This design comes from an exercise in tuning for small area on the open sky130 flow, not from production work.
In this exercise RTL edits were held to simulation tests only and were not proved equivalent to the original.
No activity file was given, so power comes from the tool's default toggle rates.

job 8434:
// delaybuffer
module delaybuffer
  #(parameter [31:0] width_p = 16
   ,parameter [31:0] delay_p = 64
   )
  (input [0:0] clk_i
  ,input [0:0] reset_i
  ,input [width_p-1:0] data_i
  ,input [0:0] ready_i
  ,input [0:0] valid_i
  ,output [0:0] ready_o 
  ,output [0:0] valid_o 
  ,output [width_p-1:0] data_o 
  );
clock: 5.0 ns
lec_check: 0
cap_margin: 20
core_margin: 2
core_utilization: 70
cts_buf_list: sky130_fd_sc_hd__clkbuf_8
cts_cluster_diameter: 90
cts_cluster_size: 21
slew_margin: 20
run.sh (not shown) runs the stock make flow with config.mk's settings and CLKGATE_MAP_FILE= SYNTH_SCRIPT=/design/flow/synth_recipe.tcl, a recipe that flattens the netlist after the stock synthesis.
Job 8434 ran to completion and came out clean on the timing, design-rule and antenna checks.
> inputs changed (job 8434 -> job 6691)
# job 8434
export LEC_CHECK = 0
export CAP_MARGIN = 20
export CORE_MARGIN = 2
export CORE_UTILIZATION = 70
export CTS_BUF_LIST = sky130_fd_sc_hd__clkbuf_8
export CTS_CLUSTER_DIAMETER = 90
export CTS_CLUSTER_SIZE = 21
export SLEW_MARGIN = 20
create_clock -name core_clock -period 5.0 [get_ports {clk_i}]
# job 6691
export LEC_CHECK = 0
export CAP_MARGIN = 20
export CORE_MARGIN = 2
export CORE_UTILIZATION = 50
export SLEW_MARGIN = 20
create_clock -name core_clock -period 5.0 [get_ports {clk_i}]
Results
- Iteration count of the initial detailed-routing pass is higher on job 6691
- The wire length per cell of job 6691 is lower than that of job 8434.
- The count of nets after finishing in job 6691 sits 4.4% above the value recorded for job 8434.
- The final reports for job 6691 and job 8434 show level count of the clock H-tree higher in the former.
- Compared with job 8434, job 6691 is hungrier on power.
- Synthesized cell count of job 8434 is on par with job 6691.
- Higher full die area among job 8434 and job 6691: job 6691
- Job 8434 and job 6691 ended up with roughly the same final critical-path share of the clock period.
- What job 8434 reported for routed wire length has to be multiplied by 1.09 to get the figure for job 6691.
- Maximum achievable frequency: job 6691 vs job 8434 — no meaningful difference
--- input diff job 6691..job 7554 ---
# job 6691
export LEC_CHECK = 0
export CAP_MARGIN = 20
export CORE_MARGIN = 2
export CORE_UTILIZATION = 50
export SLEW_MARGIN = 20
create_clock -name core_clock -period 5.0 [get_ports {clk_i}]
# job 7554
export LEC_CHECK = 0
export CAP_MARGIN = 20
export CORE_MARGIN = 2
export CORE_UTILIZATION = 70
export CTS_BUF_LIST = sky130_fd_sc_hd__clkbuf_8
export CTS_CLUSTER_DIAMETER = 60
export CTS_CLUSTER_SIZE = 20
export SLEW_MARGIN = 20
create_clock -name core_clock -period 5.0 [get_ports {clk_i}]
Results
Having completed the whole flow, job 7554 delivered a layout that passed the timing, design-rule and antenna checks. Critical path depth in cells: job 6691 vs job 7554 — no meaningful difference. Diff job 6691 -> job 7554 | sequential share of layout area | increase of 6.4 points. Re remaining routing DRC violations: no difference whatsoever between job 7554 and job 6691. Delta (job 7554 minus job 6691): power after layout saw a decrease, sum of routed wire segments on met1 saw a decrease, power per unit of standard cell area saw a decrease, worst hold slack across all endpoints saw an increase.
Changes in job 4097 relative to job 7554:
# job 7554
export LEC_CHECK = 0
export CAP_MARGIN = 20
export CORE_MARGIN = 2
export CORE_UTILIZATION = 70
export CTS_BUF_LIST = sky130_fd_sc_hd__clkbuf_8
export CTS_CLUSTER_DIAMETER = 60
export CTS_CLUSTER_SIZE = 20
export SLEW_MARGIN = 20
create_clock -name core_clock -period 5.0 [get_ports {clk_i}]
# job 4097
export LEC_CHECK = 0
export CAP_MARGIN = 20
export CORE_MARGIN = 2
export CORE_UTILIZATION = 50
export CTS_BUF_LIST = sky130_fd_sc_hd__clkbuf_8
export CTS_CLUSTER_DIAMETER = 80
export CTS_CLUSTER_SIZE = 20
export SLEW_MARGIN = 20
create_clock -name core_clock -period 5.0 [get_ports {clk_i}]
Results
No stage failed in job 4097, and the final checks on the layout all came back clean.
Going from job 7554 to job 4097, clock power grew by about 4%, reported leakage power grew by 0.53%.
Compared with job 7554, in job 4097 routed metal-1 wirelength now sits higher; number of clock-tree buffers in the layout now sits higher; clock period minus worst slack now sits lower; core box area now sits higher.
Diff job 7554..job 4097 | critical path depth | unchanged

Starting RTL as in the previous note.
Settings: LEC_CHECK=0, CAP_MARGIN=20, CORE_MARGIN=2, CORE_UTILIZATION=70, CTS_BUF_LIST=sky130_fd_sc_hd__clkbuf_16, CTS_CLUSTER_DIAMETER=80, CTS_CLUSTER_SIZE=40, SLEW_MARGIN=20; clock period 5.0 ns.
The starting point ran to the end with no violations.
Edit:
CORE_UTILIZATION = 60   (was 70)
CTS_BUF_LIST = sky130_fd_sc_hd__clkbuf_8   (was sky130_fd_sc_hd__clkbuf_16)
CTS_CLUSTER_SIZE = 20   (was 40)
GPL_TIMING_DRIVEN = 0   (was not set)
The changed run finished with timing, DRC and antenna clean.
Die area rose by 16%.
Synthesized area is unchanged.
Total power drops by 2.5%.
Routed wire length goes up by 11%.
Via count is higher by 5.4%.
Worst setup slack is worse by 1.5 ns.
Clock skew hardly moves.
Combinational power increases by 34%.
Edit:
CTS_CLUSTER_DIAMETER = 90   (was 80)
CTS_CLUSTER_SIZE = 21   (was 20)
GPL_TIMING_DRIVEN = not set   (was 0)
=> The new run ran to the end with no violations. Power fell by 1.3%. Sequential cell count does not change. Design area fell by 2.0%.
Edit:
CORE_UTILIZATION = 70   (was 60)
CTS_BUF_LIST = sky130_fd_sc_hd__clkbuf_8 sky130_fd_sc_hd__clkbuf_16   (was sky130_fd_sc_hd__clkbuf_8)
CTS_CLUSTER_DIAMETER = 100   (was 90)
CTS_CLUSTER_SIZE = 30   (was 21)
=> The new run finished with timing, DRC and antenna clean. Area after synthesis does not change. Worst setup slack got worse by 0.0096 ns. Routed wire length falls slightly. Critical path depth stays the same. Clock skew came out higher by 0.0037 ns. Final area is higher slightly. Hold slack degrades by 0.0085 ns. Die area is lower by about a fifth. Global-route usage increases by 1.7 points. Sequential power is about the same.
Edit:
CORE_UTILIZATION = 85   (was 70)
CTS_BUF_LIST = sky130_fd_sc_hd__clkbuf_8   (was sky130_fd_sc_hd__clkbuf_8 sky130_fd_sc_hd__clkbuf_16)
CTS_CLUSTER_DIAMETER = 50   (was 100)
CTS_CLUSTER_SIZE = 22   (was 30)
PLACE_DENSITY = 0.9   (was not set)
Outcome:
- The changed run stopped in detailed placement
- synthesized cell count does not change
- area after synthesis does not change

job 1369:
Starting RTL as in the previous note.
make LEC_CHECK=0 CAP_MARGIN=20 CORE_MARGIN=2 CORE_UTILIZATION=70 CTS_BUF_LIST=sky130_fd_sc_hd__clkbuf_8 CTS_CLUSTER_DIAMETER=45 CTS_CLUSTER_SIZE=25 SLEW_MARGIN=20 finish   # period 5.0 ns
Edits applied to the flow inputs when going from job 1369 to job 7527:
- a change of CTS_CLUSTER_SIZE from 25 to 38
- a change of CTS_CLUSTER_DIAMETER from 45 to 120
- a change of CTS_BUF_LIST from sky130_fd_sc_hd__clkbuf_8 to sky130_fd_sc_hd__clkbuf_16
==> run notes <==
Per the comparison of job 7527 with job 1369, fraction of the core area covered by cells at the end of the flow went down 1.7 points, fmax held, proportion of power drawn by combinational gates held. Going from job 1369 to job 7527, power dissipated in combinational cells shows no meaningful change, post-detailed-routing wire length decreased 4.6%. Between job 1369 and job 7527, the non-clock buffer share of cell area does not differ in any meaningful way. Cell area in job 7527 is 740 um2 below job 1369. | worst hold slack | job 1369 vs job 7527 | ≈ equal |. There was hardly any difference in final cycle utilization of the critical path between job 7527 and job 1369.
The following lists how job 341 was set up differently from job 7527:
- CTS_CLUSTER_SIZE now 20, was 38
- CTS_BUF_LIST now sky130_fd_sc_hd__clkbuf_8, was sky130_fd_sc_hd__clkbuf_16
- CORE_UTILIZATION now 60, was 70
- CTS_CLUSTER_DIAMETER now 80, was 120
[summary]
Area growth from synthesis to final layout is lower on job 7527
Job 341 ends up with a slew at the pin closest to its max-slew limit that is 0.052 ns higher than in job 7527.
When job 341 is measured against job 7527, its met3 capacity usage during global routing turns out 0.47 points higher.
Against job 7527, job 341 reports a global routing usage summed across all routing layers that is lower.
For job 1874, these inputs were changed with respect to job 341:
- a change of CTS_CLUSTER_SIZE from 20 to 30
- a change of CTS_CLUSTER_DIAMETER from 80 to 50
- a change of CORE_UTILIZATION from 60 to 70
- a change of CTS_BUF_LIST from sky130_fd_sc_hd__clkbuf_8 to sky130_fd_sc_hd__clkbuf_16
--- outcome ---
- Taking job 341 as the reference, in job 1874 floorplan core area lost about 14%; cell area after layout picked up an extra 3.3%; arrival time at the worst endpoint essentially unchanged; leakage power has increased.

## JK
The RTL this note starts from:
==> flow/design.v <==
module ram_1r1w_sync
  #(parameter [31:0] width_p = 8
  ,parameter [31:0] depth_p = 512
  /*verilator lint_off UNUSEDPARAM*/
  ,parameter filename_p = "memory_init_file.bin")
  /*verilator lint_on UNUSEDPARAM*/
  (input [0:0] clk_i
  ,input [0:0] reset_i
  ,input [0:0] wr_valid_i
  ,input [width_p-1:0] wr_data_i
  ,input [$clog2(depth_p) - 1 : 0] wr_addr_i
  ,input [0:0] rd_valid_i
  ,input [$clog2(depth_p) - 1 : 0] rd_addr_i
  ,output [width_p-1:0] rd_data_o);
  logic [width_p-1:0] ram [depth_p-1:0];
  logic [width_p-1:0] rd_data_l;
  always_ff @(posedge clk_i) begin
    if (~reset_i && rd_valid_i)
      rd_data_l <= ram[rd_addr_i];
    if (~reset_i && wr_valid_i) 
      ram[wr_addr_i] <= wr_data_i;
  end
  assign rd_data_o = rd_data_l;
endmodule
module delaybuffer
  #(parameter [31:0] width_p = 16
   ,parameter [31:0] delay_p = 64
   )
  (input [0:0] clk_i
  ,input [0:0] reset_i
  ,input [width_p-1:0] data_i
  ,input [0:0] ready_i
  ,input [0:0] valid_i
  ,output [0:0] ready_o 
  ,output [0:0] valid_o 
  ,output [width_p-1:0] data_o 
  );
  logic valid_l;
  assign ready_o = ready_i | ~valid_l;
  logic wr_en;
  assign wr_en = ready_o & valid_i;
  always_ff @(posedge clk_i) begin
    if (reset_i)
      valid_l <= 1'b0;
    else if (ready_o)
      valid_l <= valid_i;
  end
  assign valid_o = valid_l;
  logic [width_p-1:0] sr_r [0:delay_p];
  always_ff @(posedge clk_i) begin
    if (wr_en) begin
      sr_r[0] <= data_i;
      for (int i = 1; i <= delay_p; i++)
        sr_r[i] <= sr_r[i-1];
    end
  end
  assign data_o = sr_r[delay_p];
endmodule
Settings: LEC_CHECK=0, CAP_MARGIN=20, CORE_MARGIN=2, CORE_UTILIZATION=70, CTS_BUF_LIST=sky130_fd_sc_hd__clkbuf_8, CTS_CLUSTER_DIAMETER=80, CTS_CLUSTER_SIZE=20, PLACE_DENSITY=0.8, SLEW_MARGIN=20; clock period 5.0 ns.
JK reached the final stage; the timing, design-rule and antenna checks on its layout passed.
#### Input delta (MS over JK)
- CTS_CLUSTER_SIZE now 22, was 20
- CTS_CLUSTER_DIAMETER now 40, was 80
- PLACE_DENSITY no longer set, was 0.8
Findings:
Total wirelength of the detailed-routed design grows by a few percent when moving from JK to MS.
Met2 routing resource usage after global routing: MS vs JK up 0.18 points
Summary of MS over JK: final non-filler cell area went up, clock network fraction of total power rose 9.3 points.
Delta (MS minus JK): clock insertion delay at the later pin of the skew report barely changed, post-place setup slack +0.026 ns, final critical path time including I/O delays and setup now larger, worst clock skew on the final layout increased 0.012 ns.
MS against JK; via count of the first global-routing pass is up by a few percent.
MS — relative area change from synthesis to final layout 4.1 points higher, JK as reference
### MS -> AL
- a change of CTS_BUF_LIST from sky130_fd_sc_hd__clkbuf_8 to sky130_fd_sc_hd__clkbuf_16
- a change of CTS_CLUSTER_SIZE from 22 to 35
- a change of CTS_CLUSTER_DIAMETER from 40 to 150
Findings:
Min total net switching power across MS and AL: AL. Against MS as the reference, AL delivers a higher worst setup slack. Ratio of cells with drive above 1 in the final layout is lower on AL. Transition time of the tightest slew-check pin, MS and AL, lower one = AL. Per the comparison of AL with MS, non-clock buffer count held steady, maximum frequency held steady, summed area of non-filler cells in the final layout shrank by 3.3%, sum of internal, switching and leakage power shrank by about 11%. Note that the clock power recorded for AL amounts to 0.67 times the value seen in MS. For routed wire length, dividing the value from MS by the value from AL gives 1.05. AL -> MS: peak per-stage delay on the critical path flat.
Input changes introduced in TR (baseline for comparison: AL):
- changing CTS_BUF_LIST from sky130_fd_sc_hd__clkbuf_16 to sky130_fd_sc_hd__clkbuf_8
- changing CORE_UTILIZATION from 70 to 75
- changing CTS_CLUSTER_DIAMETER from 150 to 60
- changing CTS_CLUSTER_SIZE from 35 to 20
Notes after the runs:
- TR went all the way through the flow, and no timing, DRC or antenna check failed.
- [compare] base=AL new=TR: hold slack decreased 0.015 ns; total length of routed met2 wires went up by 2800 um; relative area change from synthesis to final layout shrank by 0.17 points.
- Floorplan check, TR vs AL: die outline smaller in TR
- Comparing global-route usage over all layers for TR and AL, the smaller number came from AL.
- AL -> TR: final cell count decreased slightly
Setup changes, TR to PW
- CORE_UTILIZATION: 75 -> 78
## What came out
- PW got as far as detailed placement, where a tool error ended the run.
- Compared with TR, in PW chip height -1.9%, final weighted congestion of routability-driven global placement +about 2%, post-synthesis instance total ~0 delta.
- Compared with TR, in PW initial core utilization higher, number of placement rows fell 1, fraction of the mapped netlist area in simple logic gates stayed essentially flat, number of input and output port buffers inserted has remained practically unchanged.

== run A ==
// delaybuffer: RTL as listed in full above, without the edits since
Settings: LEC_CHECK=0, CAP_MARGIN=20, CORE_MARGIN=2, CORE_UTILIZATION=70, CTS_BUF_LIST=sky130_fd_sc_hd__clkbuf_8, CTS_CLUSTER_DIAMETER=80, CTS_CLUSTER_SIZE=20, SLEW_MARGIN=20; clock period 5.0 ns.
Run A finished end to end and its layout was clean on timing, DRC and antenna.
The inputs of run B differ from those of run A as listed below.
# run A
export LEC_CHECK = 0
export CAP_MARGIN = 20
export CORE_MARGIN = 2
export CORE_UTILIZATION = 70
export CTS_BUF_LIST = sky130_fd_sc_hd__clkbuf_8
export CTS_CLUSTER_DIAMETER = 80
export CTS_CLUSTER_SIZE = 20
export SLEW_MARGIN = 20
create_clock -name core_clock -period 5.0 [get_ports {clk_i}]
# run B
export LEC_CHECK = 0
export CAP_MARGIN = 20
export CORE_MARGIN = 2
export CORE_UTILIZATION = 65
export CTS_BUF_LIST = sky130_fd_sc_hd__clkbuf_8
export CTS_CLUSTER_DIAMETER = 80
export CTS_CLUSTER_SIZE = 20
export SLEW_MARGIN = 20
create_clock -name core_clock -period 5.0 [get_ports {clk_i}]
## What came out
- In the metrics for run B and run A, the one carrying the higher part of the total power dissipated in the clock network is run B.
- Looking at register-to-register setup slack across run B and run A, the one that comes out higher is run B.
- Placed instance area: run A vs run B — no meaningful difference
- Run B ends up with a number of vias after detailed routing that is 75 higher than in run A.
- ~same internal cell power in run B and run A
- Between run B and run A, the maximum number of pins on one net before global-route repair is higher for run A.
The following lists how run C was set up differently from run B:
# run B
export LEC_CHECK = 0
export CAP_MARGIN = 20
export CORE_MARGIN = 2
export CORE_UTILIZATION = 65
export CTS_BUF_LIST = sky130_fd_sc_hd__clkbuf_8
export CTS_CLUSTER_DIAMETER = 80
export CTS_CLUSTER_SIZE = 20
export SLEW_MARGIN = 20
create_clock -name core_clock -period 5.0 [get_ports {clk_i}]
# run C
export LEC_CHECK = 0
export CAP_MARGIN = 0
export CORE_MARGIN = 2
export CORE_UTILIZATION = 70
export CTS_BUF_LIST = sky130_fd_sc_hd__clkbuf_8
export CTS_CLUSTER_DIAMETER = 60
export CTS_CLUSTER_SIZE = 20
export SLEW_MARGIN = 0
create_clock -name core_clock -period 5.0 [get_ports {clk_i}]
Results
- Run C finished every step from synthesis to the final layout, and the layout passed the timing, design-rule and antenna checks.
- Well tap count is higher on run B
- Compared to run B, run C has least setup slack across all paths after layout 7.9 ps higher.
- On global-route wire length before repair, run C and run B are basically level.
- Run B and run C ended up with roughly the same proportion of cell area occupied by multi-input gates.
- Global-route usage (run C over run B): increase, 0.91 points
- Mean number of vias per cell (lower): run B
- The combinational power was comparable across run C and run B.
- Compared with run B, in run C routed wire length moved down; die extent in y now sits lower.
Setup changes, run C to run D
# run C
export LEC_CHECK = 0
export CAP_MARGIN = 0
export CORE_MARGIN = 2
export CORE_UTILIZATION = 70
export CTS_BUF_LIST = sky130_fd_sc_hd__clkbuf_8
export CTS_CLUSTER_DIAMETER = 60
export CTS_CLUSTER_SIZE = 20
export SLEW_MARGIN = 0
create_clock -name core_clock -period 5.0 [get_ports {clk_i}]
# run D
export LEC_CHECK = 0
export CAP_MARGIN = 20
export CORE_MARGIN = 2
export CORE_UTILIZATION = 70
export CTS_BUF_LIST = sky130_fd_sc_hd__clkbuf_4 sky130_fd_sc_hd__clkbuf_8
export CTS_CLUSTER_DIAMETER = 60
export CTS_CLUSTER_SIZE = 20
export SLEW_MARGIN = 20
create_clock -name core_clock -period 5.0 [get_ports {clk_i}]
## What came out
Timing, DRC, antenna: 0 failures across run D and run C. | power | run D vs run C | 0.000078 W higher |. Remaining max-slew budget at the tightest pin delta (run D − run C): favourable. As far as summed area of non-filler cells in the final layout is concerned, run D and run C perform about the same. Looking at run D and run C, the reported leakage power is a wash.
